From an optimization exercise on the open Yosys and OpenROAD flow, aimed at small area, a short achievable clock period and few clock cycles; shortcuts taken in it are not production practice.
In this exercise RTL edits were held to simulation tests only and were not proved equivalent to the original.

[flow/run.sh]
#!/bin/bash
# synth_recipe.tcl (not shown) runs the flow's synth.tcl, then flattens the netlist and writes it again
# the make line also repeats each setting of config.mk as NAME=value (left out here)
make -C /OpenROAD-flow-scripts/flow DESIGN_CONFIG=/design/flow/config.mk WORK_HOME=/design/flow/orfs CLKGATE_MAP_FILE= SYNTH_SCRIPT=/design/flow/synth_recipe.tcl finish
[flow/config.mk]
export PLATFORM = sky130hd
export DESIGN_NAME = geofence
export DESIGN_NICKNAME = geofence
export VERILOG_FILES = /design/flow/design.v
export SDC_FILE = /design/flow/constraint.sdc
export NUM_CORES = 4
export LEC_CHECK = 0
export ABC_CLOCK_PERIOD_IN_PS = 5000
export CAP_MARGIN = 20
export CORE_MARGIN = 2
export CORE_UTILIZATION = 40
export PLACE_DENSITY = 0.6
export SETUP_SLACK_MARGIN = 4
export SLEW_MARGIN = 20
[flow/constraint.sdc]
create_clock -name core_clock -period 10.0 [get_ports {clk}]
set_input_delay 2.0000 -clock core_clock [delete_from_list [all_inputs] [get_ports {clk}]]
set_output_delay 2.0000 -clock core_clock [all_outputs]
set_load 0.01 [all_outputs]
[flow/design.v]
module geofence (clk, reset, X, Y, valid, is_inside);
input               clk;
input               reset;
input       [9:0]   X;
input       [9:0]   Y;
output  reg         valid;
output  reg         is_inside;
reg     [3:0]   cnt;         
reg     [9:0]   PX, PY;
reg signed [10:0] VX, VY;    
reg signed [10:0] LX, LY, RX, RY;
reg             deg;         
wire signed [10:0] dx = {1'b0, X} - {1'b0, PX};
wire signed [10:0] dy = {1'b0, Y} - {1'b0, PY};
wire a_neg, a_zero, b_neg, b_zero;
cross_sign u_a (.ax(LX), .ay(LY), .bx(VX), .by(VY), .neg(a_neg), .zero(a_zero));
cross_sign u_b (.ax(VX), .ay(VY), .bx(RX), .by(RY), .neg(b_neg), .zero(b_zero));
wire a_pos = ~a_neg & ~a_zero;
wire b_pos = ~b_neg & ~b_zero;
wire v_zero = ~(|VX) & ~(|VY);
wire opp = (|LX) ? (VX[10] ^ LX[10]) : (VY[10] ^ LY[10]);
wire first = (cnt == 4'd2);
wire step  = (cnt >= 4'd2) && (cnt <= 4'd7);
wire cov_now = v_zero | (~a_pos & ~b_pos & (~deg | opp));
always @(posedge clk or posedge reset) begin
    if (reset) begin
        cnt   <= 4'd0;
        valid <= 1'b0;
    end else begin
        cnt   <= (cnt == 4'd8) ? 4'd0 : cnt + 4'd1;
        valid <= (cnt == 4'd7);
    end
end
always @(posedge clk) begin
    if (cnt == 4'd0) begin
        PX <= X;
        PY <= Y;
    end
    VX <= dx;
    VY <= dy;
    if (first) begin
        LX <= VX; LY <= VY;
        RX <= VX; RY <= VY;
        deg <= 1'b1;
        is_inside <= v_zero;
    end else if (step) begin
        if (a_neg) begin LX <= VX; LY <= VY; end
        if (b_neg) begin RX <= VX; RY <= VY; end
        if (a_neg | b_neg) deg <= 1'b0;
        is_inside <= is_inside | cov_now;
    end
end
endmodule
module cross_sign (ax, ay, bx, by, neg, zero);
input  [10:0] ax, ay, bx, by;
output neg, zero;
wire t1;
wire t2;
wire t3;
wire t4;
wire t5;
wire t6;
wire t7;
wire t8;
wire t9;
wire t10;
wire t11;
wire t12;
wire t13;
wire t14;
wire t15;
wire t16;
wire t17;
wire t18;
wire t19;
wire t20;
wire t21;
wire t22;
wire t23;
wire t24;
wire t25;
wire t26;
wire t27;
wire t28;
wire t29;
wire t30;
wire t31;
wire t32;
wire t33;
wire t34;
wire t35;
wire t36;
wire t37;
wire t38;
wire t39;
wire t40;
wire t41;
wire t42;
wire t43;
wire t44;
wire t45;
wire t46;
wire t47;
wire t48;
wire t49;
wire t50;
wire t51;
wire t52;
wire t53;
wire t54;
wire t55;
wire t56;
wire t57;
wire t58;
wire t59;
wire t60;
wire t61;
wire t62;
wire t63;
wire t64;
wire t65;
wire t66;
wire t67;
wire t68;
wire t69;
wire t70;
wire t71;
wire t72;
wire t73;
wire t74;
wire t75;
wire t76;
wire t77;
wire t78;
wire t79;
wire t80;
wire t81;
wire t82;
wire t83;
wire t84;
wire t85;
wire t86;
wire t87;
wire t88;
wire t89;
wire t90;
wire t91;
wire t92;
wire t93;
wire t94;
wire t95;
wire t96;
wire t97;
wire t98;
wire t99;
wire t100;
wire t101;
wire t102;
wire t103;
wire t104;
wire t105;
wire t106;
wire t107;
wire t108;
wire t109;
wire t110;
wire t111;
wire t112;
wire t113;
wire t114;
wire t115;
wire t116;
wire t117;
wire t118;
wire t119;
wire t120;
wire t121;
wire t122;
wire t123;
wire t124;
wire t125;
wire t126;
wire t127;
wire t128;
wire t129;
wire t130;
wire t131;
wire t132;
wire t133;
wire t134;
wire t135;
wire t136;
wire t137;
wire t138;
wire t139;
wire t140;
wire t141;
wire t142;
wire t143;
wire t144;
wire t145;
wire t146;
wire t147;
wire t148;
wire t149;
wire t150;
wire t151;
wire t152;
wire t153;
wire t154;
wire t155;
wire t156;
wire t157;
wire t158;
wire t159;
wire t160;
wire t161;
wire t162;
wire t163;
wire t164;
wire t165;
wire t166;
wire t167;
wire t168;
wire t169;
wire t170;
wire t171;
wire t172;
wire t173;
wire t174;
wire t175;
wire t176;
wire t177;
wire t178;
wire t179;
wire t180;
wire t181;
wire t182;
wire t183;
wire t184;
wire t185;
wire t186;
wire t187;
wire t188;
wire t189;
wire t190;
wire t191;
wire t192;
wire t193;
wire t194;
wire t195;
wire t196;
wire t197;
wire t198;
wire t199;
wire t200;
wire t201;
wire t202;
wire t203;
wire t204;
wire t205;
wire t206;
wire t207;
wire t208;
wire t209;
wire t210;
wire t211;
wire t212;
wire t213;
wire t214;
wire t215;
wire t216;
wire t217;
wire t218;
wire t219;
wire t220;
wire t221;
wire t222;
wire t223;
wire t224;
wire t225;
wire t226;
wire t227;
wire t228;
wire t229;
wire t230;
wire t231;
wire t232;
wire t233;
wire t234;
wire t235;
wire t236;
wire t237;
wire t238;
wire t239;
wire t240;
wire t241;
wire t242;
wire t243;
wire t244;
wire t245;
wire t246;
wire t247;
wire t248;
wire t249;
wire t250;
wire t251;
wire t252;
wire t253;
wire t254;
wire t255;
wire t256;
wire t257;
wire t258;
wire t259;
wire t260;
wire t261;
wire t262;
wire t263;
wire t264;
wire t265;
wire t266;
wire t267;
wire t268;
wire t269;
wire t270;
wire t271;
wire t272;
wire t273;
wire t274;
wire t275;
wire t276;
wire t277;
wire t278;
wire t279;
wire t280;
wire t281;
wire t282;
wire t283;
wire t284;
wire t285;
wire t286;
wire t287;
wire t288;
wire t289;
wire t290;
wire t291;
wire t292;
wire t293;
wire t294;
wire t295;
wire t296;
wire t297;
wire t298;
wire t299;
wire t300;
wire t301;
wire t302;
wire t303;
wire t304;
wire t305;
wire t306;
wire t307;
wire t308;
wire t309;
wire t310;
wire t311;
wire t312;
wire t313;
wire t314;
wire t315;
wire t316;
wire t317;
wire t318;
wire t319;
wire t320;
wire t321;
wire t322;
wire t323;
wire t324;
wire t325;
wire t326;
wire t327;
wire t328;
wire t329;
wire t330;
wire t331;
wire t332;
wire t333;
wire t334;
wire t335;
wire t336;
wire t337;
wire t338;
wire t339;
wire t340;
wire t341;
wire t342;
wire t343;
wire t344;
wire t345;
wire t346;
wire t347;
wire t348;
wire t349;
wire t350;
wire t351;
wire t352;
wire t353;
wire t354;
wire t355;
wire t356;
wire t357;
wire t358;
wire t359;
wire t360;
wire t361;
wire t362;
wire t363;
wire t364;
wire t365;
wire t366;
wire t367;
wire t368;
wire t369;
wire t370;
wire t371;
wire t372;
wire t373;
wire t374;
wire t375;
wire t376;
wire t377;
wire t378;
wire t379;
wire t380;
wire t381;
wire t382;
wire t383;
wire t384;
wire t385;
wire t386;
wire t387;
wire t388;
wire t389;
wire t390;
wire t391;
wire t392;
wire t393;
wire t394;
wire t395;
wire t396;
wire t397;
wire t398;
wire t399;
wire t400;
wire t401;
wire t402;
wire t403;
wire t404;
wire t405;
wire t406;
wire t407;
wire t408;
wire t409;
wire t410;
wire t411;
wire t412;
wire t413;
wire t414;
wire t415;
wire t416;
wire t417;
wire t418;
wire t419;
wire t420;
wire t421;
wire t422;
wire t423;
wire t424;
wire t425;
wire t426;
wire t427;
wire t428;
wire t429;
wire t430;
wire t431;
wire t432;
wire t433;
wire t434;
wire t435;
wire t436;
wire t437;
wire t438;
wire t439;
wire t440;
wire t441;
wire t442;
wire t443;
wire t444;
wire t445;
wire t446;
assign t1 = 1'b1 ^ (ax[0] & by[9]) ^ (ax[1] & by[8]);
assign t2 = (1'b1 & (ax[0] & by[9])) | (1'b1 & (ax[1] & by[8])) | ((ax[0] & by[9]) & (ax[1] & by[8]));
assign t3 = 1'b1 ^ (ax[1] & by[9]) ^ (ax[2] & by[8]);
assign t4 = (1'b1 & (ax[1] & by[9])) | (1'b1 & (ax[2] & by[8])) | ((ax[1] & by[9]) & (ax[2] & by[8]));
assign t5 = (ax[3] & by[7]) ^ (ax[4] & by[6]) ^ (ax[5] & by[5]);
assign t6 = ((ax[3] & by[7]) & (ax[4] & by[6])) | ((ax[3] & by[7]) & (ax[5] & by[5])) | ((ax[4] & by[6]) & (ax[5] & by[5]));
assign t7 = (ax[6] & by[4]) ^ (ax[7] & by[3]);
assign t8 = (ax[6] & by[4]) & (ax[7] & by[3]);
assign t9 = 1'b1 ^ (ax[2] & by[9]) ^ (ax[3] & by[8]);
assign t10 = (1'b1 & (ax[2] & by[9])) | (1'b1 & (ax[3] & by[8])) | ((ax[2] & by[9]) & (ax[3] & by[8]));
assign t11 = (ax[4] & by[7]) ^ (ax[5] & by[6]) ^ (ax[6] & by[5]);
assign t12 = ((ax[4] & by[7]) & (ax[5] & by[6])) | ((ax[4] & by[7]) & (ax[6] & by[5])) | ((ax[5] & by[6]) & (ax[6] & by[5]));
assign t13 = (ax[7] & by[4]) ^ (ax[8] & by[3]);
assign t14 = (ax[7] & by[4]) & (ax[8] & by[3]);
assign t15 = (ax[3] & by[9]) ^ (ax[4] & by[8]) ^ (ax[5] & by[7]);
assign t16 = ((ax[3] & by[9]) & (ax[4] & by[8])) | ((ax[3] & by[9]) & (ax[5] & by[7])) | ((ax[4] & by[8]) & (ax[5] & by[7]));
assign t17 = 1'b1 ^ (ax[0] & by[6]) ^ (ax[1] & by[5]);
assign t18 = (1'b1 & (ax[0] & by[6])) | (1'b1 & (ax[1] & by[5])) | ((ax[0] & by[6]) & (ax[1] & by[5]));
assign t19 = 1'b1 ^ (ax[0] & by[7]) ^ (ax[1] & by[6]);
assign t20 = (1'b1 & (ax[0] & by[7])) | (1'b1 & (ax[1] & by[6])) | ((ax[0] & by[7]) & (ax[1] & by[6]));
assign t21 = (ax[2] & by[5]) ^ (ax[3] & by[4]) ^ (ax[4] & by[3]);
assign t22 = ((ax[2] & by[5]) & (ax[3] & by[4])) | ((ax[2] & by[5]) & (ax[4] & by[3])) | ((ax[3] & by[4]) & (ax[4] & by[3]));
assign t23 = (ax[5] & by[2]) ^ (ax[6] & by[1]);
assign t24 = (ax[5] & by[2]) & (ax[6] & by[1]);
assign t25 = 1'b1 ^ (ax[0] & by[8]) ^ (ax[1] & by[7]);
assign t26 = (1'b1 & (ax[0] & by[8])) | (1'b1 & (ax[1] & by[7])) | ((ax[0] & by[8]) & (ax[1] & by[7]));
assign t27 = (ax[2] & by[6]) ^ (ax[3] & by[5]) ^ (ax[4] & by[4]);
assign t28 = ((ax[2] & by[6]) & (ax[3] & by[5])) | ((ax[2] & by[6]) & (ax[4] & by[4])) | ((ax[3] & by[5]) & (ax[4] & by[4]));
assign t29 = (ax[5] & by[3]) ^ (ax[6] & by[2]) ^ (ax[7] & by[1]);
assign t30 = ((ax[5] & by[3]) & (ax[6] & by[2])) | ((ax[5] & by[3]) & (ax[7] & by[1])) | ((ax[6] & by[2]) & (ax[7] & by[1]));
assign t31 = (ax[8] & by[0]) ^ ~(ay[0] & bx[8]) ^ ~(ay[1] & bx[7]);
assign t32 = ((ax[8] & by[0]) & ~(ay[0] & bx[8])) | ((ax[8] & by[0]) & ~(ay[1] & bx[7])) | (~(ay[0] & bx[8]) & ~(ay[1] & bx[7]));
assign t33 = ~(ay[2] & bx[6]) ^ ~(ay[3] & bx[5]);
assign t34 = ~(ay[2] & bx[6]) & ~(ay[3] & bx[5]);
assign t35 = t1 ^ (ax[2] & by[7]) ^ (ax[3] & by[6]);
assign t36 = (t1 & (ax[2] & by[7])) | (t1 & (ax[3] & by[6])) | ((ax[2] & by[7]) & (ax[3] & by[6]));
assign t37 = (ax[4] & by[5]) ^ (ax[5] & by[4]) ^ (ax[6] & by[3]);
assign t38 = ((ax[4] & by[5]) & (ax[5] & by[4])) | ((ax[4] & by[5]) & (ax[6] & by[3])) | ((ax[5] & by[4]) & (ax[6] & by[3]));
assign t39 = (ax[7] & by[2]) ^ (ax[8] & by[1]) ^ (ax[9] & by[0]);
assign t40 = ((ax[7] & by[2]) & (ax[8] & by[1])) | ((ax[7] & by[2]) & (ax[9] & by[0])) | ((ax[8] & by[1]) & (ax[9] & by[0]));
assign t41 = ~(ay[0] & bx[9]) ^ ~(ay[1] & bx[8]) ^ ~(ay[2] & bx[7]);
assign t42 = (~(ay[0] & bx[9]) & ~(ay[1] & bx[8])) | (~(ay[0] & bx[9]) & ~(ay[2] & bx[7])) | (~(ay[1] & bx[8]) & ~(ay[2] & bx[7]));
assign t43 = ~(ay[3] & bx[6]) ^ ~(ay[4] & bx[5]) ^ ~(ay[5] & bx[4]);
assign t44 = (~(ay[3] & bx[6]) & ~(ay[4] & bx[5])) | (~(ay[3] & bx[6]) & ~(ay[5] & bx[4])) | (~(ay[4] & bx[5]) & ~(ay[5] & bx[4]));
assign t45 = ~(ay[6] & bx[3]) ^ ~(ay[7] & bx[2]);
assign t46 = ~(ay[6] & bx[3]) & ~(ay[7] & bx[2]);
assign t47 = t2 ^ t3 ^ t5;
assign t48 = (t2 & t3) | (t2 & t5) | (t3 & t5);
assign t49 = t7 ^ (ax[8] & by[2]) ^ (ax[9] & by[1]);
assign t50 = (t7 & (ax[8] & by[2])) | (t7 & (ax[9] & by[1])) | ((ax[8] & by[2]) & (ax[9] & by[1]));
assign t51 = (ay[0] & bx[10]) ^ (ay[10] & bx[0]) ^ ~(ax[0] & by[10]);
assign t52 = ((ay[0] & bx[10]) & (ay[10] & bx[0])) | ((ay[0] & bx[10]) & ~(ax[0] & by[10])) | ((ay[10] & bx[0]) & ~(ax[0] & by[10]));
assign t53 = ~(ax[10] & by[0]) ^ ~(ay[1] & bx[9]) ^ ~(ay[2] & bx[8]);
assign t54 = (~(ax[10] & by[0]) & ~(ay[1] & bx[9])) | (~(ax[10] & by[0]) & ~(ay[2] & bx[8])) | (~(ay[1] & bx[9]) & ~(ay[2] & bx[8]));
assign t55 = ~(ay[3] & bx[7]) ^ ~(ay[4] & bx[6]) ^ ~(ay[5] & bx[5]);
assign t56 = (~(ay[3] & bx[7]) & ~(ay[4] & bx[6])) | (~(ay[3] & bx[7]) & ~(ay[5] & bx[5])) | (~(ay[4] & bx[6]) & ~(ay[5] & bx[5]));
assign t57 = ~(ay[6] & bx[4]) ^ ~(ay[7] & bx[3]) ^ ~(ay[8] & bx[2]);
assign t58 = (~(ay[6] & bx[4]) & ~(ay[7] & bx[3])) | (~(ay[6] & bx[4]) & ~(ay[8] & bx[2])) | (~(ay[7] & bx[3]) & ~(ay[8] & bx[2]));
assign t59 = t4 ^ t6 ^ t8;
assign t60 = (t4 & t6) | (t4 & t8) | (t6 & t8);
assign t61 = t9 ^ t11 ^ t13;
assign t62 = (t9 & t11) | (t9 & t13) | (t11 & t13);
assign t63 = (ax[9] & by[2]) ^ (ay[10] & bx[1]) ^ (ay[1] & bx[10]);
assign t64 = ((ax[9] & by[2]) & (ay[10] & bx[1])) | ((ax[9] & by[2]) & (ay[1] & bx[10])) | ((ay[10] & bx[1]) & (ay[1] & bx[10]));
assign t65 = ~(ax[10] & by[1]) ^ ~(ax[1] & by[10]) ^ ~(ay[2] & bx[9]);
assign t66 = (~(ax[10] & by[1]) & ~(ax[1] & by[10])) | (~(ax[10] & by[1]) & ~(ay[2] & bx[9])) | (~(ax[1] & by[10]) & ~(ay[2] & bx[9]));
assign t67 = ~(ay[3] & bx[8]) ^ ~(ay[4] & bx[7]) ^ ~(ay[5] & bx[6]);
assign t68 = (~(ay[3] & bx[8]) & ~(ay[4] & bx[7])) | (~(ay[3] & bx[8]) & ~(ay[5] & bx[6])) | (~(ay[4] & bx[7]) & ~(ay[5] & bx[6]));
assign t69 = ~(ay[6] & bx[5]) ^ ~(ay[7] & bx[4]) ^ ~(ay[8] & bx[3]);
assign t70 = (~(ay[6] & bx[5]) & ~(ay[7] & bx[4])) | (~(ay[6] & bx[5]) & ~(ay[8] & bx[3])) | (~(ay[7] & bx[4]) & ~(ay[8] & bx[3]));
assign t71 = t10 ^ t12 ^ t14;
assign t72 = (t10 & t12) | (t10 & t14) | (t12 & t14);
assign t73 = t15 ^ (ax[6] & by[6]) ^ (ax[7] & by[5]);
assign t74 = (t15 & (ax[6] & by[6])) | (t15 & (ax[7] & by[5])) | ((ax[6] & by[6]) & (ax[7] & by[5]));
assign t75 = (ax[8] & by[4]) ^ (ax[9] & by[3]) ^ (ay[10] & bx[2]);
assign t76 = ((ax[8] & by[4]) & (ax[9] & by[3])) | ((ax[8] & by[4]) & (ay[10] & bx[2])) | ((ax[9] & by[3]) & (ay[10] & bx[2]));
assign t77 = (ay[2] & bx[10]) ^ ~(ax[10] & by[2]) ^ ~(ax[2] & by[10]);
assign t78 = ((ay[2] & bx[10]) & ~(ax[10] & by[2])) | ((ay[2] & bx[10]) & ~(ax[2] & by[10])) | (~(ax[10] & by[2]) & ~(ax[2] & by[10]));
assign t79 = ~(ay[3] & bx[9]) ^ ~(ay[4] & bx[8]) ^ ~(ay[5] & bx[7]);
assign t80 = (~(ay[3] & bx[9]) & ~(ay[4] & bx[8])) | (~(ay[3] & bx[9]) & ~(ay[5] & bx[7])) | (~(ay[4] & bx[8]) & ~(ay[5] & bx[7]));
assign t81 = ~(ay[6] & bx[6]) ^ ~(ay[7] & bx[5]) ^ ~(ay[8] & bx[4]);
assign t82 = (~(ay[6] & bx[6]) & ~(ay[7] & bx[5])) | (~(ay[6] & bx[6]) & ~(ay[8] & bx[4])) | (~(ay[7] & bx[5]) & ~(ay[8] & bx[4]));
assign t83 = t16 ^ (ax[4] & by[9]) ^ (ax[5] & by[8]);
assign t84 = (t16 & (ax[4] & by[9])) | (t16 & (ax[5] & by[8])) | ((ax[4] & by[9]) & (ax[5] & by[8]));
assign t85 = (ax[6] & by[7]) ^ (ax[7] & by[6]) ^ (ax[8] & by[5]);
assign t86 = ((ax[6] & by[7]) & (ax[7] & by[6])) | ((ax[6] & by[7]) & (ax[8] & by[5])) | ((ax[7] & by[6]) & (ax[8] & by[5]));
assign t87 = (ax[9] & by[4]) ^ (ay[10] & bx[3]) ^ (ay[3] & bx[10]);
assign t88 = ((ax[9] & by[4]) & (ay[10] & bx[3])) | ((ax[9] & by[4]) & (ay[3] & bx[10])) | ((ay[10] & bx[3]) & (ay[3] & bx[10]));
assign t89 = ~(ax[10] & by[3]) ^ ~(ax[3] & by[10]) ^ ~(ay[4] & bx[9]);
assign t90 = (~(ax[10] & by[3]) & ~(ax[3] & by[10])) | (~(ax[10] & by[3]) & ~(ay[4] & bx[9])) | (~(ax[3] & by[10]) & ~(ay[4] & bx[9]));
assign t91 = ~(ay[5] & bx[8]) ^ ~(ay[6] & bx[7]) ^ ~(ay[7] & bx[6]);
assign t92 = (~(ay[5] & bx[8]) & ~(ay[6] & bx[7])) | (~(ay[5] & bx[8]) & ~(ay[7] & bx[6])) | (~(ay[6] & bx[7]) & ~(ay[7] & bx[6]));
assign t93 = (ax[5] & by[9]) ^ (ax[6] & by[8]) ^ (ax[7] & by[7]);
assign t94 = ((ax[5] & by[9]) & (ax[6] & by[8])) | ((ax[5] & by[9]) & (ax[7] & by[7])) | ((ax[6] & by[8]) & (ax[7] & by[7]));
assign t95 = (ax[8] & by[6]) ^ (ax[9] & by[5]) ^ (ay[10] & bx[4]);
assign t96 = ((ax[8] & by[6]) & (ax[9] & by[5])) | ((ax[8] & by[6]) & (ay[10] & bx[4])) | ((ax[9] & by[5]) & (ay[10] & bx[4]));
assign t97 = (ay[4] & bx[10]) ^ ~(ax[10] & by[4]) ^ ~(ax[4] & by[10]);
assign t98 = ((ay[4] & bx[10]) & ~(ax[10] & by[4])) | ((ay[4] & bx[10]) & ~(ax[4] & by[10])) | (~(ax[10] & by[4]) & ~(ax[4] & by[10]));
assign t99 = (ax[6] & by[9]) ^ (ax[7] & by[8]) ^ (ax[8] & by[7]);
assign t100 = ((ax[6] & by[9]) & (ax[7] & by[8])) | ((ax[6] & by[9]) & (ax[8] & by[7])) | ((ax[7] & by[8]) & (ax[8] & by[7]));
assign t101 = 1'b1 ^ (ax[0] & by[4]) ^ (ax[1] & by[3]);
assign t102 = (1'b1 & (ax[0] & by[4])) | (1'b1 & (ax[1] & by[3])) | ((ax[0] & by[4]) & (ax[1] & by[3]));
assign t103 = 1'b1 ^ (ax[0] & by[5]) ^ (ax[1] & by[4]);
assign t104 = (1'b1 & (ax[0] & by[5])) | (1'b1 & (ax[1] & by[4])) | ((ax[0] & by[5]) & (ax[1] & by[4]));
assign t105 = (ax[2] & by[3]) ^ (ax[3] & by[2]) ^ (ax[4] & by[1]);
assign t106 = ((ax[2] & by[3]) & (ax[3] & by[2])) | ((ax[2] & by[3]) & (ax[4] & by[1])) | ((ax[3] & by[2]) & (ax[4] & by[1]));
assign t107 = (ax[5] & by[0]) ^ ~(ay[0] & bx[5]);
assign t108 = (ax[5] & by[0]) & ~(ay[0] & bx[5]);
assign t109 = t17 ^ (ax[2] & by[4]) ^ (ax[3] & by[3]);
assign t110 = (t17 & (ax[2] & by[4])) | (t17 & (ax[3] & by[3])) | ((ax[2] & by[4]) & (ax[3] & by[3]));
assign t111 = (ax[4] & by[2]) ^ (ax[5] & by[1]) ^ (ax[6] & by[0]);
assign t112 = ((ax[4] & by[2]) & (ax[5] & by[1])) | ((ax[4] & by[2]) & (ax[6] & by[0])) | ((ax[5] & by[1]) & (ax[6] & by[0]));
assign t113 = ~(ay[0] & bx[6]) ^ ~(ay[1] & bx[5]) ^ ~(ay[2] & bx[4]);
assign t114 = (~(ay[0] & bx[6]) & ~(ay[1] & bx[5])) | (~(ay[0] & bx[6]) & ~(ay[2] & bx[4])) | (~(ay[1] & bx[5]) & ~(ay[2] & bx[4]));
assign t115 = ~(ay[3] & bx[3]) ^ ~(ay[4] & bx[2]);
assign t116 = ~(ay[3] & bx[3]) & ~(ay[4] & bx[2]);
assign t117 = t18 ^ t19 ^ t21;
assign t118 = (t18 & t19) | (t18 & t21) | (t19 & t21);
assign t119 = t23 ^ (ax[7] & by[0]) ^ ~(ay[0] & bx[7]);
assign t120 = (t23 & (ax[7] & by[0])) | (t23 & ~(ay[0] & bx[7])) | ((ax[7] & by[0]) & ~(ay[0] & bx[7]));
assign t121 = ~(ay[1] & bx[6]) ^ ~(ay[2] & bx[5]) ^ ~(ay[3] & bx[4]);
assign t122 = (~(ay[1] & bx[6]) & ~(ay[2] & bx[5])) | (~(ay[1] & bx[6]) & ~(ay[3] & bx[4])) | (~(ay[2] & bx[5]) & ~(ay[3] & bx[4]));
assign t123 = ~(ay[4] & bx[3]) ^ ~(ay[5] & bx[2]) ^ ~(ay[6] & bx[1]);
assign t124 = (~(ay[4] & bx[3]) & ~(ay[5] & bx[2])) | (~(ay[4] & bx[3]) & ~(ay[6] & bx[1])) | (~(ay[5] & bx[2]) & ~(ay[6] & bx[1]));
assign t125 = t20 ^ t22 ^ t24;
assign t126 = (t20 & t22) | (t20 & t24) | (t22 & t24);
assign t127 = t25 ^ t27 ^ t29;
assign t128 = (t25 & t27) | (t25 & t29) | (t27 & t29);
assign t129 = t31 ^ t33 ^ ~(ay[4] & bx[4]);
assign t130 = (t31 & t33) | (t31 & ~(ay[4] & bx[4])) | (t33 & ~(ay[4] & bx[4]));
assign t131 = ~(ay[5] & bx[3]) ^ ~(ay[6] & bx[2]) ^ ~(ay[7] & bx[1]);
assign t132 = (~(ay[5] & bx[3]) & ~(ay[6] & bx[2])) | (~(ay[5] & bx[3]) & ~(ay[7] & bx[1])) | (~(ay[6] & bx[2]) & ~(ay[7] & bx[1]));
assign t133 = t26 ^ t28 ^ t30;
assign t134 = (t26 & t28) | (t26 & t30) | (t28 & t30);
assign t135 = t32 ^ t34 ^ t35;
assign t136 = (t32 & t34) | (t32 & t35) | (t34 & t35);
assign t137 = t37 ^ t39 ^ t41;
assign t138 = (t37 & t39) | (t37 & t41) | (t39 & t41);
assign t139 = t43 ^ t45 ^ ~(ay[8] & bx[1]);
assign t140 = (t43 & t45) | (t43 & ~(ay[8] & bx[1])) | (t45 & ~(ay[8] & bx[1]));
assign t141 = t36 ^ t38 ^ t40;
assign t142 = (t36 & t38) | (t36 & t40) | (t38 & t40);
assign t143 = t42 ^ t44 ^ t46;
assign t144 = (t42 & t44) | (t42 & t46) | (t44 & t46);
assign t145 = t47 ^ t49 ^ t51;
assign t146 = (t47 & t49) | (t47 & t51) | (t49 & t51);
assign t147 = t53 ^ t55 ^ t57;
assign t148 = (t53 & t55) | (t53 & t57) | (t55 & t57);
assign t149 = t48 ^ t50 ^ t52;
assign t150 = (t48 & t50) | (t48 & t52) | (t50 & t52);
assign t151 = t54 ^ t56 ^ t58;
assign t152 = (t54 & t56) | (t54 & t58) | (t56 & t58);
assign t153 = t59 ^ t61 ^ t63;
assign t154 = (t59 & t61) | (t59 & t63) | (t61 & t63);
assign t155 = t65 ^ t67 ^ t69;
assign t156 = (t65 & t67) | (t65 & t69) | (t67 & t69);
assign t157 = t60 ^ t62 ^ t64;
assign t158 = (t60 & t62) | (t60 & t64) | (t62 & t64);
assign t159 = t66 ^ t68 ^ t70;
assign t160 = (t66 & t68) | (t66 & t70) | (t68 & t70);
assign t161 = t71 ^ t73 ^ t75;
assign t162 = (t71 & t73) | (t71 & t75) | (t73 & t75);
assign t163 = t77 ^ t79 ^ t81;
assign t164 = (t77 & t79) | (t77 & t81) | (t79 & t81);
assign t165 = t72 ^ t74 ^ t76;
assign t166 = (t72 & t74) | (t72 & t76) | (t74 & t76);
assign t167 = t78 ^ t80 ^ t82;
assign t168 = (t78 & t80) | (t78 & t82) | (t80 & t82);
assign t169 = t83 ^ t85 ^ t87;
assign t170 = (t83 & t85) | (t83 & t87) | (t85 & t87);
assign t171 = t89 ^ t91 ^ ~(ay[8] & bx[5]);
assign t172 = (t89 & t91) | (t89 & ~(ay[8] & bx[5])) | (t91 & ~(ay[8] & bx[5]));
assign t173 = t84 ^ t86 ^ t88;
assign t174 = (t84 & t86) | (t84 & t88) | (t86 & t88);
assign t175 = t90 ^ t92 ^ t93;
assign t176 = (t90 & t92) | (t90 & t93) | (t92 & t93);
assign t177 = t95 ^ t97 ^ ~(ay[5] & bx[9]);
assign t178 = (t95 & t97) | (t95 & ~(ay[5] & bx[9])) | (t97 & ~(ay[5] & bx[9]));
assign t179 = ~(ay[6] & bx[8]) ^ ~(ay[7] & bx[7]) ^ ~(ay[8] & bx[6]);
assign t180 = (~(ay[6] & bx[8]) & ~(ay[7] & bx[7])) | (~(ay[6] & bx[8]) & ~(ay[8] & bx[6])) | (~(ay[7] & bx[7]) & ~(ay[8] & bx[6]));
assign t181 = t94 ^ t96 ^ t98;
assign t182 = (t94 & t96) | (t94 & t98) | (t96 & t98);
assign t183 = t99 ^ (ax[9] & by[6]) ^ (ay[10] & bx[5]);
assign t184 = (t99 & (ax[9] & by[6])) | (t99 & (ay[10] & bx[5])) | ((ax[9] & by[6]) & (ay[10] & bx[5]));
assign t185 = (ay[5] & bx[10]) ^ ~(ax[10] & by[5]) ^ ~(ax[5] & by[10]);
assign t186 = ((ay[5] & bx[10]) & ~(ax[10] & by[5])) | ((ay[5] & bx[10]) & ~(ax[5] & by[10])) | (~(ax[10] & by[5]) & ~(ax[5] & by[10]));
assign t187 = ~(ay[6] & bx[9]) ^ ~(ay[7] & bx[8]) ^ ~(ay[8] & bx[7]);
assign t188 = (~(ay[6] & bx[9]) & ~(ay[7] & bx[8])) | (~(ay[6] & bx[9]) & ~(ay[8] & bx[7])) | (~(ay[7] & bx[8]) & ~(ay[8] & bx[7]));
assign t189 = t100 ^ (ax[7] & by[9]) ^ (ax[8] & by[8]);
assign t190 = (t100 & (ax[7] & by[9])) | (t100 & (ax[8] & by[8])) | ((ax[7] & by[9]) & (ax[8] & by[8]));
assign t191 = (ax[9] & by[7]) ^ (ay[10] & bx[6]) ^ (ay[6] & bx[10]);
assign t192 = ((ax[9] & by[7]) & (ay[10] & bx[6])) | ((ax[9] & by[7]) & (ay[6] & bx[10])) | ((ay[10] & bx[6]) & (ay[6] & bx[10]));
assign t193 = ~(ax[10] & by[6]) ^ ~(ax[6] & by[10]) ^ ~(ay[7] & bx[9]);
assign t194 = (~(ax[10] & by[6]) & ~(ax[6] & by[10])) | (~(ax[10] & by[6]) & ~(ay[7] & bx[9])) | (~(ax[6] & by[10]) & ~(ay[7] & bx[9]));
assign t195 = (ax[8] & by[9]) ^ (ax[9] & by[8]) ^ (ay[10] & bx[7]);
assign t196 = ((ax[8] & by[9]) & (ax[9] & by[8])) | ((ax[8] & by[9]) & (ay[10] & bx[7])) | ((ax[9] & by[8]) & (ay[10] & bx[7]));
assign t197 = 1'b1 ^ (ax[0] & by[2]);
assign t198 = 1'b1 & (ax[0] & by[2]);
assign t199 = 1'b1 ^ (ax[0] & by[3]) ^ (ax[1] & by[2]);
assign t200 = (1'b1 & (ax[0] & by[3])) | (1'b1 & (ax[1] & by[2])) | ((ax[0] & by[3]) & (ax[1] & by[2]));
assign t201 = (ax[2] & by[1]) ^ (ax[3] & by[0]) ^ ~(ay[0] & bx[3]);
assign t202 = ((ax[2] & by[1]) & (ax[3] & by[0])) | ((ax[2] & by[1]) & ~(ay[0] & bx[3])) | ((ax[3] & by[0]) & ~(ay[0] & bx[3]));
assign t203 = t101 ^ (ax[2] & by[2]) ^ (ax[3] & by[1]);
assign t204 = (t101 & (ax[2] & by[2])) | (t101 & (ax[3] & by[1])) | ((ax[2] & by[2]) & (ax[3] & by[1]));
assign t205 = (ax[4] & by[0]) ^ ~(ay[0] & bx[4]) ^ ~(ay[1] & bx[3]);
assign t206 = ((ax[4] & by[0]) & ~(ay[0] & bx[4])) | ((ax[4] & by[0]) & ~(ay[1] & bx[3])) | (~(ay[0] & bx[4]) & ~(ay[1] & bx[3]));
assign t207 = ~(ay[2] & bx[2]) ^ ~(ay[3] & bx[1]);
assign t208 = ~(ay[2] & bx[2]) & ~(ay[3] & bx[1]);
assign t209 = t102 ^ t103 ^ t105;
assign t210 = (t102 & t103) | (t102 & t105) | (t103 & t105);
assign t211 = t107 ^ ~(ay[1] & bx[4]) ^ ~(ay[2] & bx[3]);
assign t212 = (t107 & ~(ay[1] & bx[4])) | (t107 & ~(ay[2] & bx[3])) | (~(ay[1] & bx[4]) & ~(ay[2] & bx[3]));
assign t213 = ~(ay[3] & bx[2]) ^ ~(ay[4] & bx[1]) ^ ~(ay[5] & bx[0]);
assign t214 = (~(ay[3] & bx[2]) & ~(ay[4] & bx[1])) | (~(ay[3] & bx[2]) & ~(ay[5] & bx[0])) | (~(ay[4] & bx[1]) & ~(ay[5] & bx[0]));
assign t215 = t104 ^ t106 ^ t108;
assign t216 = (t104 & t106) | (t104 & t108) | (t106 & t108);
assign t217 = t109 ^ t111 ^ t113;
assign t218 = (t109 & t111) | (t109 & t113) | (t111 & t113);
assign t219 = t115 ^ ~(ay[5] & bx[1]) ^ ~(ay[6] & bx[0]);
assign t220 = (t115 & ~(ay[5] & bx[1])) | (t115 & ~(ay[6] & bx[0])) | (~(ay[5] & bx[1]) & ~(ay[6] & bx[0]));
assign t221 = t110 ^ t112 ^ t114;
assign t222 = (t110 & t112) | (t110 & t114) | (t112 & t114);
assign t223 = t116 ^ t117 ^ t119;
assign t224 = (t116 & t117) | (t116 & t119) | (t117 & t119);
assign t225 = t121 ^ t123 ^ ~(ay[7] & bx[0]);
assign t226 = (t121 & t123) | (t121 & ~(ay[7] & bx[0])) | (t123 & ~(ay[7] & bx[0]));
assign t227 = t118 ^ t120 ^ t122;
assign t228 = (t118 & t120) | (t118 & t122) | (t120 & t122);
assign t229 = t124 ^ t125 ^ t127;
assign t230 = (t124 & t125) | (t124 & t127) | (t125 & t127);
assign t231 = t129 ^ t131 ^ ~(ay[8] & bx[0]);
assign t232 = (t129 & t131) | (t129 & ~(ay[8] & bx[0])) | (t131 & ~(ay[8] & bx[0]));
assign t233 = t126 ^ t128 ^ t130;
assign t234 = (t126 & t128) | (t126 & t130) | (t128 & t130);
assign t235 = t132 ^ t133 ^ t135;
assign t236 = (t132 & t133) | (t132 & t135) | (t133 & t135);
assign t237 = t137 ^ t139 ^ ~(ay[9] & bx[0]);
assign t238 = (t137 & t139) | (t137 & ~(ay[9] & bx[0])) | (t139 & ~(ay[9] & bx[0]));
assign t239 = t134 ^ t136 ^ t138;
assign t240 = (t134 & t136) | (t134 & t138) | (t136 & t138);
assign t241 = t140 ^ t141 ^ t143;
assign t242 = (t140 & t141) | (t140 & t143) | (t141 & t143);
assign t243 = t145 ^ t147 ^ ~(ay[9] & bx[1]);
assign t244 = (t145 & t147) | (t145 & ~(ay[9] & bx[1])) | (t147 & ~(ay[9] & bx[1]));
assign t245 = t142 ^ t144 ^ t146;
assign t246 = (t142 & t144) | (t142 & t146) | (t144 & t146);
assign t247 = t148 ^ t149 ^ t151;
assign t248 = (t148 & t149) | (t148 & t151) | (t149 & t151);
assign t249 = t153 ^ t155 ^ ~(ay[9] & bx[2]);
assign t250 = (t153 & t155) | (t153 & ~(ay[9] & bx[2])) | (t155 & ~(ay[9] & bx[2]));
assign t251 = t150 ^ t152 ^ t154;
assign t252 = (t150 & t152) | (t150 & t154) | (t152 & t154);
assign t253 = t156 ^ t157 ^ t159;
assign t254 = (t156 & t157) | (t156 & t159) | (t157 & t159);
assign t255 = t161 ^ t163 ^ ~(ay[9] & bx[3]);
assign t256 = (t161 & t163) | (t161 & ~(ay[9] & bx[3])) | (t163 & ~(ay[9] & bx[3]));
assign t257 = t158 ^ t160 ^ t162;
assign t258 = (t158 & t160) | (t158 & t162) | (t160 & t162);
assign t259 = t164 ^ t165 ^ t167;
assign t260 = (t164 & t165) | (t164 & t167) | (t165 & t167);
assign t261 = t169 ^ t171 ^ ~(ay[9] & bx[4]);
assign t262 = (t169 & t171) | (t169 & ~(ay[9] & bx[4])) | (t171 & ~(ay[9] & bx[4]));
assign t263 = t166 ^ t168 ^ t170;
assign t264 = (t166 & t168) | (t166 & t170) | (t168 & t170);
assign t265 = t172 ^ t173 ^ t175;
assign t266 = (t172 & t173) | (t172 & t175) | (t173 & t175);
assign t267 = t177 ^ t179 ^ ~(ay[9] & bx[5]);
assign t268 = (t177 & t179) | (t177 & ~(ay[9] & bx[5])) | (t179 & ~(ay[9] & bx[5]));
assign t269 = t174 ^ t176 ^ t178;
assign t270 = (t174 & t176) | (t174 & t178) | (t176 & t178);
assign t271 = t180 ^ t181 ^ t183;
assign t272 = (t180 & t181) | (t180 & t183) | (t181 & t183);
assign t273 = t185 ^ t187 ^ ~(ay[9] & bx[6]);
assign t274 = (t185 & t187) | (t185 & ~(ay[9] & bx[6])) | (t187 & ~(ay[9] & bx[6]));
assign t275 = t182 ^ t184 ^ t186;
assign t276 = (t182 & t184) | (t182 & t186) | (t184 & t186);
assign t277 = t188 ^ t189 ^ t191;
assign t278 = (t188 & t189) | (t188 & t191) | (t189 & t191);
assign t279 = t193 ^ ~(ay[8] & bx[8]) ^ ~(ay[9] & bx[7]);
assign t280 = (t193 & ~(ay[8] & bx[8])) | (t193 & ~(ay[9] & bx[7])) | (~(ay[8] & bx[8]) & ~(ay[9] & bx[7]));
assign t281 = t190 ^ t192 ^ t194;
assign t282 = (t190 & t192) | (t190 & t194) | (t192 & t194);
assign t283 = t195 ^ (ay[7] & bx[10]) ^ ~(ax[10] & by[7]);
assign t284 = (t195 & (ay[7] & bx[10])) | (t195 & ~(ax[10] & by[7])) | ((ay[7] & bx[10]) & ~(ax[10] & by[7]));
assign t285 = ~(ax[7] & by[10]) ^ ~(ay[8] & bx[9]) ^ ~(ay[9] & bx[8]);
assign t286 = (~(ax[7] & by[10]) & ~(ay[8] & bx[9])) | (~(ax[7] & by[10]) & ~(ay[9] & bx[8])) | (~(ay[8] & bx[9]) & ~(ay[9] & bx[8]));
assign t287 = t196 ^ (ax[9] & by[9]) ^ (ay[10] & bx[8]);
assign t288 = (t196 & (ax[9] & by[9])) | (t196 & (ay[10] & bx[8])) | ((ax[9] & by[9]) & (ay[10] & bx[8]));
assign t289 = (ay[8] & bx[10]) ^ ~(ax[10] & by[8]) ^ ~(ax[8] & by[10]);
assign t290 = ((ay[8] & bx[10]) & ~(ax[10] & by[8])) | ((ay[8] & bx[10]) & ~(ax[8] & by[10])) | (~(ax[10] & by[8]) & ~(ax[8] & by[10]));
assign t291 = 1'b1 ^ (ax[0] & by[1]);
assign t292 = 1'b1 & (ax[0] & by[1]);
assign t293 = t197 ^ (ax[1] & by[1]) ^ (ax[2] & by[0]);
assign t294 = (t197 & (ax[1] & by[1])) | (t197 & (ax[2] & by[0])) | ((ax[1] & by[1]) & (ax[2] & by[0]));
assign t295 = ~(ay[0] & bx[2]) ^ ~(ay[1] & bx[1]);
assign t296 = ~(ay[0] & bx[2]) & ~(ay[1] & bx[1]);
assign t297 = t198 ^ t199 ^ t201;
assign t298 = (t198 & t199) | (t198 & t201) | (t199 & t201);
assign t299 = ~(ay[1] & bx[2]) ^ ~(ay[2] & bx[1]) ^ ~(ay[3] & bx[0]);
assign t300 = (~(ay[1] & bx[2]) & ~(ay[2] & bx[1])) | (~(ay[1] & bx[2]) & ~(ay[3] & bx[0])) | (~(ay[2] & bx[1]) & ~(ay[3] & bx[0]));
assign t301 = t200 ^ t202 ^ t203;
assign t302 = (t200 & t202) | (t200 & t203) | (t202 & t203);
assign t303 = t205 ^ t207 ^ ~(ay[4] & bx[0]);
assign t304 = (t205 & t207) | (t205 & ~(ay[4] & bx[0])) | (t207 & ~(ay[4] & bx[0]));
assign t305 = t204 ^ t206 ^ t208;
assign t306 = (t204 & t206) | (t204 & t208) | (t206 & t208);
assign t307 = t209 ^ t211 ^ t213;
assign t308 = (t209 & t211) | (t209 & t213) | (t211 & t213);
assign t309 = t210 ^ t212 ^ t214;
assign t310 = (t210 & t212) | (t210 & t214) | (t212 & t214);
assign t311 = t215 ^ t217 ^ t219;
assign t312 = (t215 & t217) | (t215 & t219) | (t217 & t219);
assign t313 = t216 ^ t218 ^ t220;
assign t314 = (t216 & t218) | (t216 & t220) | (t218 & t220);
assign t315 = t221 ^ t223 ^ t225;
assign t316 = (t221 & t223) | (t221 & t225) | (t223 & t225);
assign t317 = t222 ^ t224 ^ t226;
assign t318 = (t222 & t224) | (t222 & t226) | (t224 & t226);
assign t319 = t227 ^ t229 ^ t231;
assign t320 = (t227 & t229) | (t227 & t231) | (t229 & t231);
assign t321 = t228 ^ t230 ^ t232;
assign t322 = (t228 & t230) | (t228 & t232) | (t230 & t232);
assign t323 = t233 ^ t235 ^ t237;
assign t324 = (t233 & t235) | (t233 & t237) | (t235 & t237);
assign t325 = t234 ^ t236 ^ t238;
assign t326 = (t234 & t236) | (t234 & t238) | (t236 & t238);
assign t327 = t239 ^ t241 ^ t243;
assign t328 = (t239 & t241) | (t239 & t243) | (t241 & t243);
assign t329 = t240 ^ t242 ^ t244;
assign t330 = (t240 & t242) | (t240 & t244) | (t242 & t244);
assign t331 = t245 ^ t247 ^ t249;
assign t332 = (t245 & t247) | (t245 & t249) | (t247 & t249);
assign t333 = t246 ^ t248 ^ t250;
assign t334 = (t246 & t248) | (t246 & t250) | (t248 & t250);
assign t335 = t251 ^ t253 ^ t255;
assign t336 = (t251 & t253) | (t251 & t255) | (t253 & t255);
assign t337 = t252 ^ t254 ^ t256;
assign t338 = (t252 & t254) | (t252 & t256) | (t254 & t256);
assign t339 = t257 ^ t259 ^ t261;
assign t340 = (t257 & t259) | (t257 & t261) | (t259 & t261);
assign t341 = t258 ^ t260 ^ t262;
assign t342 = (t258 & t260) | (t258 & t262) | (t260 & t262);
assign t343 = t263 ^ t265 ^ t267;
assign t344 = (t263 & t265) | (t263 & t267) | (t265 & t267);
assign t345 = t264 ^ t266 ^ t268;
assign t346 = (t264 & t266) | (t264 & t268) | (t266 & t268);
assign t347 = t269 ^ t271 ^ t273;
assign t348 = (t269 & t271) | (t269 & t273) | (t271 & t273);
assign t349 = t270 ^ t272 ^ t274;
assign t350 = (t270 & t272) | (t270 & t274) | (t272 & t274);
assign t351 = t275 ^ t277 ^ t279;
assign t352 = (t275 & t277) | (t275 & t279) | (t277 & t279);
assign t353 = t276 ^ t278 ^ t280;
assign t354 = (t276 & t278) | (t276 & t280) | (t278 & t280);
assign t355 = t281 ^ t283 ^ t285;
assign t356 = (t281 & t283) | (t281 & t285) | (t283 & t285);
assign t357 = t282 ^ t284 ^ t286;
assign t358 = (t282 & t284) | (t282 & t286) | (t284 & t286);
assign t359 = t287 ^ t289 ^ ~(ay[9] & bx[9]);
assign t360 = (t287 & t289) | (t287 & ~(ay[9] & bx[9])) | (t289 & ~(ay[9] & bx[9]));
assign t361 = t288 ^ t290 ^ (ay[10] & bx[9]);
assign t362 = (t288 & t290) | (t288 & (ay[10] & bx[9])) | (t290 & (ay[10] & bx[9]));
assign t363 = (ay[9] & bx[10]) ^ ~(ax[10] & by[9]) ^ ~(ax[9] & by[10]);
assign t364 = ((ay[9] & bx[10]) & ~(ax[10] & by[9])) | ((ay[9] & bx[10]) & ~(ax[9] & by[10])) | (~(ax[10] & by[9]) & ~(ax[9] & by[10]));
assign t365 = t291 ^ (ax[1] & by[0]);
assign t366 = t291 & (ax[1] & by[0]);
assign t367 = t292 ^ t293 ^ t295;
assign t368 = (t292 & t293) | (t292 & t295) | (t293 & t295);
assign t369 = t294 ^ t296 ^ t297;
assign t370 = (t294 & t296) | (t294 & t297) | (t296 & t297);
assign t371 = t298 ^ t300 ^ t301;
assign t372 = (t298 & t300) | (t298 & t301) | (t300 & t301);
assign t373 = t302 ^ t304 ^ t305;
assign t374 = (t302 & t304) | (t302 & t305) | (t304 & t305);
assign t375 = t306 ^ t308 ^ t309;
assign t376 = (t306 & t308) | (t306 & t309) | (t308 & t309);
assign t377 = t310 ^ t312 ^ t313;
assign t378 = (t310 & t312) | (t310 & t313) | (t312 & t313);
assign t379 = t314 ^ t316 ^ t317;
assign t380 = (t314 & t316) | (t314 & t317) | (t316 & t317);
assign t381 = t318 ^ t320 ^ t321;
assign t382 = (t318 & t320) | (t318 & t321) | (t320 & t321);
assign t383 = t322 ^ t324 ^ t325;
assign t384 = (t322 & t324) | (t322 & t325) | (t324 & t325);
assign t385 = t326 ^ t328 ^ t329;
assign t386 = (t326 & t328) | (t326 & t329) | (t328 & t329);
assign t387 = t330 ^ t332 ^ t333;
assign t388 = (t330 & t332) | (t330 & t333) | (t332 & t333);
assign t389 = t334 ^ t336 ^ t337;
assign t390 = (t334 & t336) | (t334 & t337) | (t336 & t337);
assign t391 = t338 ^ t340 ^ t341;
assign t392 = (t338 & t340) | (t338 & t341) | (t340 & t341);
assign t393 = t342 ^ t344 ^ t345;
assign t394 = (t342 & t344) | (t342 & t345) | (t344 & t345);
assign t395 = t346 ^ t348 ^ t349;
assign t396 = (t346 & t348) | (t346 & t349) | (t348 & t349);
assign t397 = t350 ^ t352 ^ t353;
assign t398 = (t350 & t352) | (t350 & t353) | (t352 & t353);
assign t399 = t354 ^ t356 ^ t357;
assign t400 = (t354 & t356) | (t354 & t357) | (t356 & t357);
assign t401 = t358 ^ t360 ^ t361;
assign t402 = (t358 & t360) | (t358 & t361) | (t360 & t361);
assign t403 = t362 ^ t364 ^ (ax[10] & by[10]);
assign t404 = (t362 & t364) | (t362 & (ax[10] & by[10])) | (t364 & (ax[10] & by[10]));
assign t405 = 1'b1 ^ (ax[0] & by[0]);
assign t406 = 1'b1 & (ax[0] & by[0]);
assign t407 = t365 ^ ~(ay[0] & bx[1]) ^ ~(ay[1] & bx[0]);
assign t408 = (t365 & ~(ay[0] & bx[1])) | (t365 & ~(ay[1] & bx[0])) | (~(ay[0] & bx[1]) & ~(ay[1] & bx[0]));
assign t409 = t366 ^ t367 ^ ~(ay[2] & bx[0]);
assign t410 = (t366 & t367) | (t366 & ~(ay[2] & bx[0])) | (t367 & ~(ay[2] & bx[0]));
assign t411 = t368 ^ t369 ^ t299;
assign t412 = (t368 & t369) | (t368 & t299) | (t369 & t299);
assign t413 = t370 ^ t371 ^ t303;
assign t414 = (t370 & t371) | (t370 & t303) | (t371 & t303);
assign t415 = t372 ^ t373 ^ t307;
assign t416 = (t372 & t373) | (t372 & t307) | (t373 & t307);
assign t417 = t374 ^ t375 ^ t311;
assign t418 = (t374 & t375) | (t374 & t311) | (t375 & t311);
assign t419 = t376 ^ t377 ^ t315;
assign t420 = (t376 & t377) | (t376 & t315) | (t377 & t315);
assign t421 = t378 ^ t379 ^ t319;
assign t422 = (t378 & t379) | (t378 & t319) | (t379 & t319);
assign t423 = t380 ^ t381 ^ t323;
assign t424 = (t380 & t381) | (t380 & t323) | (t381 & t323);
assign t425 = t382 ^ t383 ^ t327;
assign t426 = (t382 & t383) | (t382 & t327) | (t383 & t327);
assign t427 = t384 ^ t385 ^ t331;
assign t428 = (t384 & t385) | (t384 & t331) | (t385 & t331);
assign t429 = t386 ^ t387 ^ t335;
assign t430 = (t386 & t387) | (t386 & t335) | (t387 & t335);
assign t431 = t388 ^ t389 ^ t339;
assign t432 = (t388 & t389) | (t388 & t339) | (t389 & t339);
assign t433 = t390 ^ t391 ^ t343;
assign t434 = (t390 & t391) | (t390 & t343) | (t391 & t343);
assign t435 = t392 ^ t393 ^ t347;
assign t436 = (t392 & t393) | (t392 & t347) | (t393 & t347);
assign t437 = t394 ^ t395 ^ t351;
assign t438 = (t394 & t395) | (t394 & t351) | (t395 & t351);
assign t439 = t396 ^ t397 ^ t355;
assign t440 = (t396 & t397) | (t396 & t355) | (t397 & t355);
assign t441 = t398 ^ t399 ^ t359;
assign t442 = (t398 & t399) | (t398 & t359) | (t399 & t359);
assign t443 = t400 ^ t401 ^ t363;
assign t444 = (t400 & t401) | (t400 & t363) | (t401 & t363);
assign t445 = t402 ^ t403 ^ ~(ay[10] & bx[10]);
assign t446 = (t402 & t403) | (t402 & ~(ay[10] & bx[10])) | (t403 & ~(ay[10] & bx[10]));
wire [21:0] ra = {t404, t444, t442, t440, t438, t436, t434, t432, t430, t428, t426, t424, t422, t420, t418, t416, t414, t412, t410, t408, t406, t405};
wire [21:0] rb = {t446, t445, t443, t441, t439, t437, t435, t433, t431, t429, t427, t425, t423, t421, t419, t417, t415, t413, t411, t409, t407, ~(ay[0] & bx[0])};
wire g0_0 = (ra[1] & rb[1]) | ((ra[1] | rb[1]) & (ra[0] & rb[0]));
wire p0_0 = (ra[1] | rb[1]) & (ra[0] | rb[0]);
wire g0_2 = (ra[3] & rb[3]) | ((ra[3] | rb[3]) & (ra[2] & rb[2]));
wire p0_2 = (ra[3] | rb[3]) & (ra[2] | rb[2]);
wire g0_4 = (ra[5] & rb[5]) | ((ra[5] | rb[5]) & (ra[4] & rb[4]));
wire p0_4 = (ra[5] | rb[5]) & (ra[4] | rb[4]);
wire g0_6 = (ra[7] & rb[7]) | ((ra[7] | rb[7]) & (ra[6] & rb[6]));
wire p0_6 = (ra[7] | rb[7]) & (ra[6] | rb[6]);
wire g0_8 = (ra[9] & rb[9]) | ((ra[9] | rb[9]) & (ra[8] & rb[8]));
wire p0_8 = (ra[9] | rb[9]) & (ra[8] | rb[8]);
wire g0_10 = (ra[11] & rb[11]) | ((ra[11] | rb[11]) & (ra[10] & rb[10]));
wire p0_10 = (ra[11] | rb[11]) & (ra[10] | rb[10]);
wire g0_12 = (ra[13] & rb[13]) | ((ra[13] | rb[13]) & (ra[12] & rb[12]));
wire p0_12 = (ra[13] | rb[13]) & (ra[12] | rb[12]);
wire g0_14 = (ra[15] & rb[15]) | ((ra[15] | rb[15]) & (ra[14] & rb[14]));
wire p0_14 = (ra[15] | rb[15]) & (ra[14] | rb[14]);
wire g0_16 = (ra[17] & rb[17]) | ((ra[17] | rb[17]) & (ra[16] & rb[16]));
wire p0_16 = (ra[17] | rb[17]) & (ra[16] | rb[16]);
wire g0_18 = (ra[19] & rb[19]) | ((ra[19] | rb[19]) & (ra[18] & rb[18]));
wire p0_18 = (ra[19] | rb[19]) & (ra[18] | rb[18]);
wire g1_0 = g0_2 | (p0_2 & g0_0);
wire p1_0 = p0_2 & p0_0;
wire g1_2 = g0_6 | (p0_6 & g0_4);
wire p1_2 = p0_6 & p0_4;
wire g1_4 = g0_10 | (p0_10 & g0_8);
wire p1_4 = p0_10 & p0_8;
wire g1_6 = g0_14 | (p0_14 & g0_12);
wire p1_6 = p0_14 & p0_12;
wire g1_8 = g0_18 | (p0_18 & g0_16);
wire p1_8 = p0_18 & p0_16;
wire g2_0 = g1_2 | (p1_2 & g1_0);
wire p2_0 = p1_2 & p1_0;
wire g2_2 = g1_6 | (p1_6 & g1_4);
wire p2_2 = p1_6 & p1_4;
wire g2_4 = (ra[20] & rb[20]) | ((ra[20] | rb[20]) & g1_8);
wire p2_4 = (ra[20] | rb[20]) & p1_8;
wire g3_0 = g2_2 | (p2_2 & g2_0);
wire p3_0 = p2_2 & p2_0;
wire g4_0 = g2_4 | (p2_4 & g3_0);
wire p4_0 = p2_4 & p3_0;
assign neg = ra[21] ^ rb[21] ^ g4_0;
assign zero = ((ra ^ rb) == {(ra[20:0] | rb[20:0]), 1'b0});
endmodule
==> qor.yml, run 1 <==
outcome: "timing/DRC/antenna clean"
hpwlAfterDp_microns: 34900
max-slew-margin-rel: 0.312
synth_fp_nets: 2522
critPathMaxFanout: 5
critPathBufInv: 4
syn_area_sq_um: 18600
setup_viol: 0
async_flop_share: 0.0538
fin_setup_tns_ps: 0
layout_commonest_cell: "inv_1"
critical-path-top-delay-family: "adder cells"
ys_seq_area_frac: 0.136
fmax_ghz: 0.161
avgSynthCellArea_sq_um: 9.55
tightestPinTransition_ps: 1030
grt_start_max_net_pins: 28
fillCellCount: 4355
worstSetupPathType: "reg -> reg"
clk-insertion-delay-late_ps: 360
first_global_vias: 15100
grt_pass1_wl_microns: 83400
cpMaxStageDelayCell: "fa_2"
min_period_ps: 6210
rsz0062_at_grt: "true"
fin_cells: 2649
finalCritPeriodShare: 0.621
drt_iter0_markers: 965
post_drt_wl_per_cell_microns: 19.5
clk_path_buf_depth: 2
hold_slack_ps: 494
antenna_found_initial: 4
final_cell_mix: "487 x inv_1, 383 x fa_1, 264 x nand2_1, 234 x and2_1, 137 x ha_1"
start_util: 0.403
routed_via_density: 5.02
cts.sinks: 93
syn_to_final_growth_pct: 14.2
core-area_sq_um: 46300
core.rowCount: 79
finalHoldViolations: 0
synth_area_leader_cell: "fa_1"
critPathCaptureType: "flop"
hold_path.class: "reg -> reg"
cpMostUsedCell: "fa_1"
root_buffer: "clkbuf_16"
ant_nets: 0
place_inst: 2511
die_x_microns: 220
cts-buffers-inserted: 9
drc: 0
start_kind: "flop"
cp.required_ps: 10080
drt_wl_total_microns: 51700
synth-seq-cells: 93
htreeDepth: 3
firstDrtPassIters: 5
io_pins: 24
io_buffers: 23
nets: 2608
yosysWarnings: 1
grt_util_all_layers: 0.230
gp_congestion: 0.833
via_count: 13300
skew_ps: 8.61
drive_gt1_frac: 0.117
synth_top_area_share: 0.434
cap_violations: 0
cts_tree: "done"
crit_arrival_ps: 6280
cpPeakStageDelay_ps: 560
diodes: 0
die_h_microns: 220
post_synth_inst_count: 1951
netlist-cell-type-count: 44
yosys_most_used_dff: "edfxtp_1"
grt_overflow: 0
maxSlewViolCount: 0
synth_edf_count: 65
clkTransAtPathRegs_ps: 70
path_cells: "buf_6 -> and2_4 -> fa_1 -> fa_1 -> fa_1 -> fa_2 -> inv_2 -> fa_2 -> fa_1 -> fa_1 -> ha_2 -> or4_4 -> a31oi_4 -> a2111oi_4 -> nor3_2 -> nor2_2 -> buf_6 -> a21oi_4 -> clkbuf_16"
die_area_sq_um: 48300
synth_area_leaders: "fa_1 43%, edfxtp_1 10%, inv_1 9.9%, ha_1 9.7%, and2_1 8.0%"
==> worst paths after layout <==
kind                               endpoint  depth (start not counted)  slack [ps]             start
max                         LY[3]$_DFFE_PP_                         19        3790   LX[3]$_DFFE_PP_
min                        cnt[0]$_DFF_PP0_                          1         490  cnt[0]$_DFF_PP0_
max reg2reg                 LY[3]$_DFFE_PP_                         19        3790   LX[3]$_DFFE_PP_
min reg2reg                cnt[0]$_DFF_PP0_                          1         490  cnt[0]$_DFF_PP0_
max in group asynchronous  cnt[3]$_DFF_PP0_                          2        8000             reset
min in group asynchronous   valid$_DFF_PP0_                          2        1830             reset
==> metrics by stage <==
stage | setup slack (ps) | util | instance area, sq um
after CTS | 3870 | 0.455 | 21100
after detailed placement | 3010 | 0.421 | 19500
after global routing | 3590 | 0.460 | 21300
after floorplan | 3960 | - | 18800
after global placement | 3230 | 0.421 | 19500
final | 3790 | 0.460 | 21300
==> registers in the layout, summed over array words and instances, names as in the netlist <==
name and count:
RX 11, VX 11, LX 11, LY 11, is_inside 1, PX 10, PY 10, cnt 4
valid 1, deg 1, VY 11, RY 11
==> cell families (layout without fill, tap and decap cells) <==
family / count (synthesis) / after routing / share of synthesized area
flops: 93 / 93 / 0.136
xor+xnor: 57 / 57 / 0.0268
fa+ha+maj: 549 / 549 / 0.531
simple gates: 598 / 598 / 0.162
buf+inv: 582 / 671 / 0.117
compound gates: 70 / 72 / 0.0259
mux: 2 / 2 / 0.00114
==> layer usage <==
metal	up-vias	track usage	wire (microns)
li1	5812	-	-
met1	6799	0.296	20700
met2	563	0.384	24700
met3	123	0.0451	4190
met4	4	0.0868	2070
met5	-	0	25
==> timing repair <==
action | CTS | global route
resized for setup | 92 | 22
cloned | 6 | 1
hold buffers | 0 | 0
setup endpoints to repair | 46 | 46
buffers inserted | 100 | 15
pin swaps | 39 | 16
==> Yosys cell counts, types with 2 or more instances <==
master,n
inv_1,493
fa_1,404
nand2_1,267
and2_1,238
ha_1,145
clkbuf_1,88
edfxtp_1,65
xnor2_1,32
xor2_1,25
dfxtp_1,23
nor2_1,21
a21oi_1,20
nor2b_1,16
nor4_1,15
nor3_1,12
o21ai_0,11
nand3_1,9
a31oi_1,6
o21ai_1,6
a21o_1,5
dfrtp_1,5
nand2b_1,5
nand4_1,5
nor3b_1,4
o31ai_1,4
or4_1,4
o211ai_1,3
o21bai_1,3
a21boi_1,2
==> layout make-up <==
| cell class | instances | area [sq um] | area share |
|---|---|---|---|
| inverters | 494 | 1850 | 0.0871 |
| well taps | 607 | 759 | 0.0357 |
| multi-input cells | 1278 | 14200 | 0.669 |
| clock inverters | 7 | 78.8 | 0.00370 |
| repair buffers | 161 | 1560 | 0.0734 |
| flip-flops and latches | 93 | 2570 | 0.121 |
| clock buffers | 9 | 225 | 0.0106 |
Testbench counts, summed over its fixed seeds: cycles 28,800.
==> run 2: changes to the inputs <==
--- a/flow/config.mk
+++ b/flow/config.mk
@@ -5,7 +5,6 @@
 export SDC_FILE = /design/flow/constraint.sdc
 export NUM_CORES = 4
 export LEC_CHECK = 0
-export ABC_CLOCK_PERIOD_IN_PS = 5000
 export CAP_MARGIN = 20
 export CORE_MARGIN = 2
 export CORE_UTILIZATION = 40
==> qor.yml, run 2 <==
synth_edf_count: 65
setup_viol: 0
die_area_sq_um: 48300
htreeDepth: 3
cp.required_ps: 10080
yosys_most_used_dff: "edfxtp_1"
r2r_cells: 19
cts.sinks: 93
gp_congestion: 0.833
syn_area_sq_um: 18600
grt_start_max_net_pins: 28
start_util: 0.403
max-slew-margin-rel: 0.312
io_pins: 24
cts_hold_buf: 0
syn_to_final_growth_pct: 14.2
via_count: 13300
r2r_start: "LX[3]$_DFFE_PP_"
post-route-util: 0.460
critPathMaxFanout: 5
routed_via_density: 5.02
drc: 0
use_met1: 0.296
synth_area_leader_cell: "fa_1"
synth_top_area_share: 0.434
root_buffer: "clkbuf_16"
outcome: "timing/DRC/antenna clean"
skew_ps: 8.61
fin_setup_tns_ps: 0
grt_util_all_layers: 0.230
async_flop_share: 0.0538
diodes: 0
min_from: "cnt[0]$_DFF_PP0_"
grt_overflow: 0
grt_pass1_wl_microns: 83400
netlist-cell-type-count: 44
io_buffers: 23
min_period_ps: 6210
nets: 2608
use_met3: 0.0451
die_x_microns: 220
yosysMostFrequentCell: "inv_1"
clk_path_buf_depth: 2
cap_violations: 0
top_usage_layer: "met2"
first_global_vias: 15100
use_met2: 0.384
clk-insertion-delay-late_ps: 360
fmax_ghz: 0.161
cts-buffers-inserted: 9
maxSlewViolCount: 0
placed_area_sq_um: 19500
core-area_sq_um: 46300
rsz0062_at_grt: "true"
post_synth_inst_count: 1951
antenna_found_initial: 4
ff2ff_setup_slack_ps: 3790
core.rowCount: 79
finalCritPeriodShare: 0.621
synth_fp_nets: 2522
post_drt_wl_per_cell_microns: 19.5
ys_seq_area_frac: 0.136
fillCellCount: 4355
drt_wl_total_microns: 51700
drt_iter0_markers: 965
multi_input_area_sq_um: 14200
crit_arrival_ps: 6280
hold_path.class: "reg -> reg"
hold_depth: 1
yosysWarnings: 1
critPathCaptureType: "flop"
avgSynthCellArea_sq_um: 9.55
worstSetupPathType: "reg -> reg"
layout_commonest_cell: "inv_1"
ant_nets: 0
tightestPinTransition_ps: 1030
final_area_sq_um: 21300
startpoint: "LX[3]$_DFFE_PP_"
finalHoldViolations: 0
die_h_microns: 220
clkTransAtPathRegs_ps: 70
hpwlAfterDp_microns: 34900
cts_tree: "done"
drive_gt1_frac: 0.117
synth-seq-cells: 93
synthTopCellsByCount: "493 x inv_1, 404 x fa_1, 267 x nand2_1"
synth_area_leaders: "fa_1 43%, edfxtp_1 10%, inv_1 9.9%, ha_1 9.7%, and2_1 8.0%"
final_cell_mix: "487 x inv_1, 383 x fa_1, 264 x nand2_1, 234 x and2_1, 137 x ha_1"
firstDrtPassIters: 5
start_kind: "flop"
regArea_sq_um: 2570
-- run 2: cell counts in the layout (fill, tap and decap cells not counted) --
Identical to the previous run, type by type.
-- run 2: kinds of logic (layout without fill, tap and decap cells) --
logic type,Yosys count,in the layout,synth area share
compound gates,70,72,0.0259
fa+ha+maj,549,549,0.531
buf+inv,582,671,0.117
flops,93,93,0.136
mux,2,2,0.00114
simple gates,598,598,0.162
xor+xnor,57,57,0.0268
-- run 2: what timing repair did --
item	CTS	global route
pin swaps	39	16
setup endpoints to repair	46	46
buffers inserted	100	15
resized for setup	92	22
cloned	6	1
-- run 2: through the flow --
step           hold WS, ps  instances  setup slack (ps)
2_1_floorplan          449       1951              3960
5_1_grt                533       2649              3590
6_report               494       2649              3790
4_1_cts                495       2633              3870
3_5_place_dp           487       2511              3010
3_3_place_gp           470       2511              3230
-- run 2: layout make-up --
type / instances / area share
Timing Repair Buffer: 161 / 0.0734
Clock buffer: 9 / 0.0106
Clock inverter: 7 / 0.00370
Sequential cell: 93 / 0.121
Inverter: 494 / 0.0871
Multi-Input combinational cell: 1278 / 0.669
Tap cell: 607 / 0.0357
-- run 2: worst paths after layout --
check	endpoint
min	cnt[0]$_DFF_PP0_
max reg2reg	LY[3]$_DFFE_PP_
max in group asynchronous	cnt[3]$_DFF_PP0_
max	LY[3]$_DFFE_PP_
min in group asynchronous	valid$_DFF_PP0_
min reg2reg	cnt[0]$_DFF_PP0_
-- run 2: critical path: stages, from the launching register on --
cell,delay [ps]
edfxtp_1,440
buf_6,160
and2_4,150
fa_1,460
fa_1,510
fa_1,520
fa_2,560
inv_2,40
fa_2,330
fa_1,510
fa_1,440
ha_2,230
or4_4,440
a31oi_4,200
a2111oi_4,110
nor3_2,180
nor2_2,70
buf_6,140
a21oi_4,230
clkbuf_16,190
-- run 2: layer usage --
layer | up-vias | wire (microns) | part of all wire
met2 | 563 | 24700 | 0.48
li1 | 5812 | - | -
met3 | 123 | 4190 | 0.081
met1 | 6799 | 20700 | 0.40
met4 | 4 | 2070 | 0.040
met5 | - | 25 | 0.00048

[what the ideal ports hide]
How much do the figures lean on ideal ports? The routed layouts below were timed once more, with nothing changed but the port constraints. Step 1 assumes that a clkbuf_16 drives the clock port and a buf_2 every other input. Step 2 times the ports against the registers' clock, not the clock port: input delays grow and output delays shrink by t, the midpoint of the rising clock arrivals with the driver on. Three values: no drivers, after step 1, after step 2; two values: the first two.
run	t (ns)	slack for setup (ns)	hold WS [ns]	cell pins on the clock port's net
run 1	0.396	3.794 / 3.794 / 3.794	0.494 / 0.494 / 0.494	1
run 2	0.396	3.794 / 3.794 / 3.794	0.494 / 0.494 / 0.494	1
After both steps every run listed still meets setup and hold.
